From an optimization exercise on the open Yosys and OpenROAD flow, aimed at small area, a short achievable clock period and few clock cycles; shortcuts taken in it are not production practice. Power and IR drop assume default switching activity.

== v6 ==
==> flow/design.v <==
module ram_dp_async_read
#(parameter WIDTH = 8,
  parameter DEPTH = 16,
  parameter DEPTH_LOG = $clog2(DEPTH))
(
 input clk,
 input wr_n,
 input [DEPTH_LOG-1:0] addr_wr,
 input [DEPTH_LOG-1:0] addr_rd,
 input [WIDTH-1:0] data_wr,
 output [WIDTH-1:0] data_rd
);
    reg [WIDTH-1:0] ram [0:DEPTH-1];
    always @(posedge clk) begin
        if(wr_n) begin
            ram[addr_wr] <= data_wr;
        end
    end
    assign data_rd = ram[addr_rd];
endmodule
module dec2to4(
        input  [1:0] a,
        output [3:0] y
);
    assign y[0] = ~a[1] & ~a[0];
    assign y[1] = ~a[1] &  a[0];
    assign y[2] =  a[1] & ~a[0];
    assign y[3] =  a[1] &  a[0];
endmodule
module sel4(
        input  [3:0] s,
        input  [3:0] d,
        output       y
);
    assign y = |(s & d);
endmodule
module top_fsm(
        input clk,
        input rst_n,
        input        ram_in_we,
        input [4 :0] ram_in_addr_wr,
        input [7 :0] ram_in_data_wr,
        input [3 :0] ram_out_addr_rd,
        output [15:0] ram_out_data_rd,
        input opmode_in,
        output reg done_out
);
    reg [7:0] ram_in [0:31];
    reg [15:0] ram_out [0:15];
    integer i;
    always @(posedge clk) begin
        if (ram_in_we)
            ram_in[ram_in_addr_wr] <= ram_in_data_wr;
    end
    always @(posedge clk) begin
        if (opmode_in)
            for (i = 0; i < 16; i = i + 1)
                ram_out[i] <= {ram_in[2*i], ram_in[2*i+1]};
    end
    genvar b, g, q;
    generate
        for (q = 0; q < 4; q = q + 1) begin : g_quad
            wire [3:0] sel_lo, sel_hi;
            dec2to4 u_dec_lo (.a(ram_out_addr_rd[1:0]), .y(sel_lo));
            dec2to4 u_dec_hi (.a(ram_out_addr_rd[3:2]), .y(sel_hi));
            for (b = 4*q; b < 4*q + 4; b = b + 1) begin : g_bit
                wire [3:0] grp;
                for (g = 0; g < 4; g = g + 1) begin : g_grp
                    sel4 u_lo (.s(sel_lo),
                               .d({ram_out[4*g+3][b], ram_out[4*g+2][b],
                                   ram_out[4*g+1][b], ram_out[4*g][b]}),
                               .y(grp[g]));
                end
                sel4 u_hi (.s(sel_hi), .d(grp), .y(ram_out_data_rd[b]));
            end
        end
    endgenerate
    always @(posedge clk or negedge rst_n) begin
        if (!rst_n)
            done_out <= 1'b0;
        else if (opmode_in)
            done_out <= 1'b1;
    end
endmodule
clock: 4.5 ns
lec_check: 0
cap_margin: 20
core_margin: 2
core_utilization: 75
cts_cluster_diameter: 80
cts_cluster_size: 30
setup_slack_margin: 1.5
slew_margin: 20
synth_hierarchical: 1
run.sh (not shown) runs the stock make flow with config.mk's settings and CLKGATE_MAP_FILE= SYNTH_SCRIPT=/design/flow/synth_recipe.tcl, a recipe that flattens the netlist after the stock synthesis.
v6 completed; timing, DRC and antenna clean
Inputs modified between v6 and v7:
==> flow/design.v <==
module ram_dp_async_read
#(parameter WIDTH = 8,
  parameter DEPTH = 16,
  parameter DEPTH_LOG = $clog2(DEPTH))
(
 input clk,
 input wr_n,
 input [DEPTH_LOG-1:0] addr_wr,
 input [DEPTH_LOG-1:0] addr_rd,
 input [WIDTH-1:0] data_wr,
 output [WIDTH-1:0] data_rd
);
    reg [WIDTH-1:0] ram [0:DEPTH-1];
    always @(posedge clk) begin
        if(wr_n) begin
            ram[addr_wr] <= data_wr;
        end
    end
    assign data_rd = ram[addr_rd];
endmodule
module dec4to16(
        input  [3:0]  a,
        output [15:0] y
);
    genvar k;
    generate
        for (k = 0; k < 16; k = k + 1) begin : g_dec
            assign y[k] = (a == k);
        end
    endgenerate
endmodule
module andor16(
        input  [15:0] s,
        input  [15:0] d,
        output        y
);
    assign y = |(s & d);
endmodule
module top_fsm(
        input clk,
        input rst_n,
        input        ram_in_we,
        input [4 :0] ram_in_addr_wr,
        input [7 :0] ram_in_data_wr,
        input [3 :0] ram_out_addr_rd,
        output [15:0] ram_out_data_rd,
        input opmode_in,
        output reg done_out
);
    reg [7:0] ram_in [0:31];
    reg [15:0] ram_out [0:15];
    integer i;
    always @(posedge clk) begin
        if (ram_in_we)
            ram_in[ram_in_addr_wr] <= ram_in_data_wr;
    end
    always @(posedge clk) begin
        if (opmode_in)
            for (i = 0; i < 16; i = i + 1)
                ram_out[i] <= {ram_in[2*i], ram_in[2*i+1]};
    end
    wire [15:0] sel;
    dec4to16 u_dec (.a(ram_out_addr_rd), .y(sel));
    genvar b, w;
    generate
        for (b = 0; b < 16; b = b + 1) begin : g_bit
            wire [15:0] col;
            for (w = 0; w < 16; w = w + 1) begin : g_word
                assign col[w] = ram_out[w][b];
            end
            andor16 u_bit (.s(sel), .d(col), .y(ram_out_data_rd[b]));
        end
    endgenerate
    always @(posedge clk or negedge rst_n) begin
        if (!rst_n)
            done_out <= 1'b0;
        else if (opmode_in)
            done_out <= 1'b1;
    end
endmodule
- Across both runs, fraction of the yosys area taken by sequential cells was lower for v7 than for v6.
- The run showing the greater sum of internal, switching and leakage power is v6.
- The setup slack of v7 is smaller than that of v6.
- v7: non-clock buffer count about 30% above v6
- v7 vs. v6: sequential power held steady, count of clock buffers in the final design shrank by 2, maximum resistive drop on vdd shrank by 34%, post-route clock period utilization grew by 1.7 points, die area grew by about 1%.
- On clock distribution area overhead in the final layout, v6 and v7 are basically level.
- v7 against v6; routed wire length is up by a few percent.
- v7 ended up with fewer standard cells than v6.
- v7 vs v6: first-iteration DRC count down by more than 10%
- Compared with v6, v7 ends up with a larger final cell area.
No functional check of the RTL was part of any run of this note.

[static timing again, ports no longer ideal]
Ports are ideal in the flow. The routed layouts listed here were re-timed in OpenROAD.
Step 1 sets driving cells, clkbuf_16 on the clock port and buf_2 on the other inputs (assumed; they add their load-dependent delay and slew).
Step 2 moves the port delays by t, midway between the first and last clock arrival at a register: inputs arrive t later, outputs are due t later. That takes back most of the time a late clock gives input paths.
a / b / c = no drivers / after step 1 / after step 2; a / b = the first two.
run	t (ns)	slack for setup (ns)	hold WS [ns]	latest minus earliest clock arrival (ns)	slew at the worst register clock pin (ns)
v6	0.583	1.192 / 1.021 / 1.021	0.413 / 0.413 / 0.413	0.035 / 0.035	0.11 / 0.11
v7	0.585	1.114 / 1.069 / 1.069	0.407 / 0.407 / 0.407	0.040 / 0.041	0.11 / 0.11
After both steps setup and hold are still met in every run listed. The setup slack of v6, which loses most, moves by -0.171 ns with the drivers and by -0.171 ns with both steps.
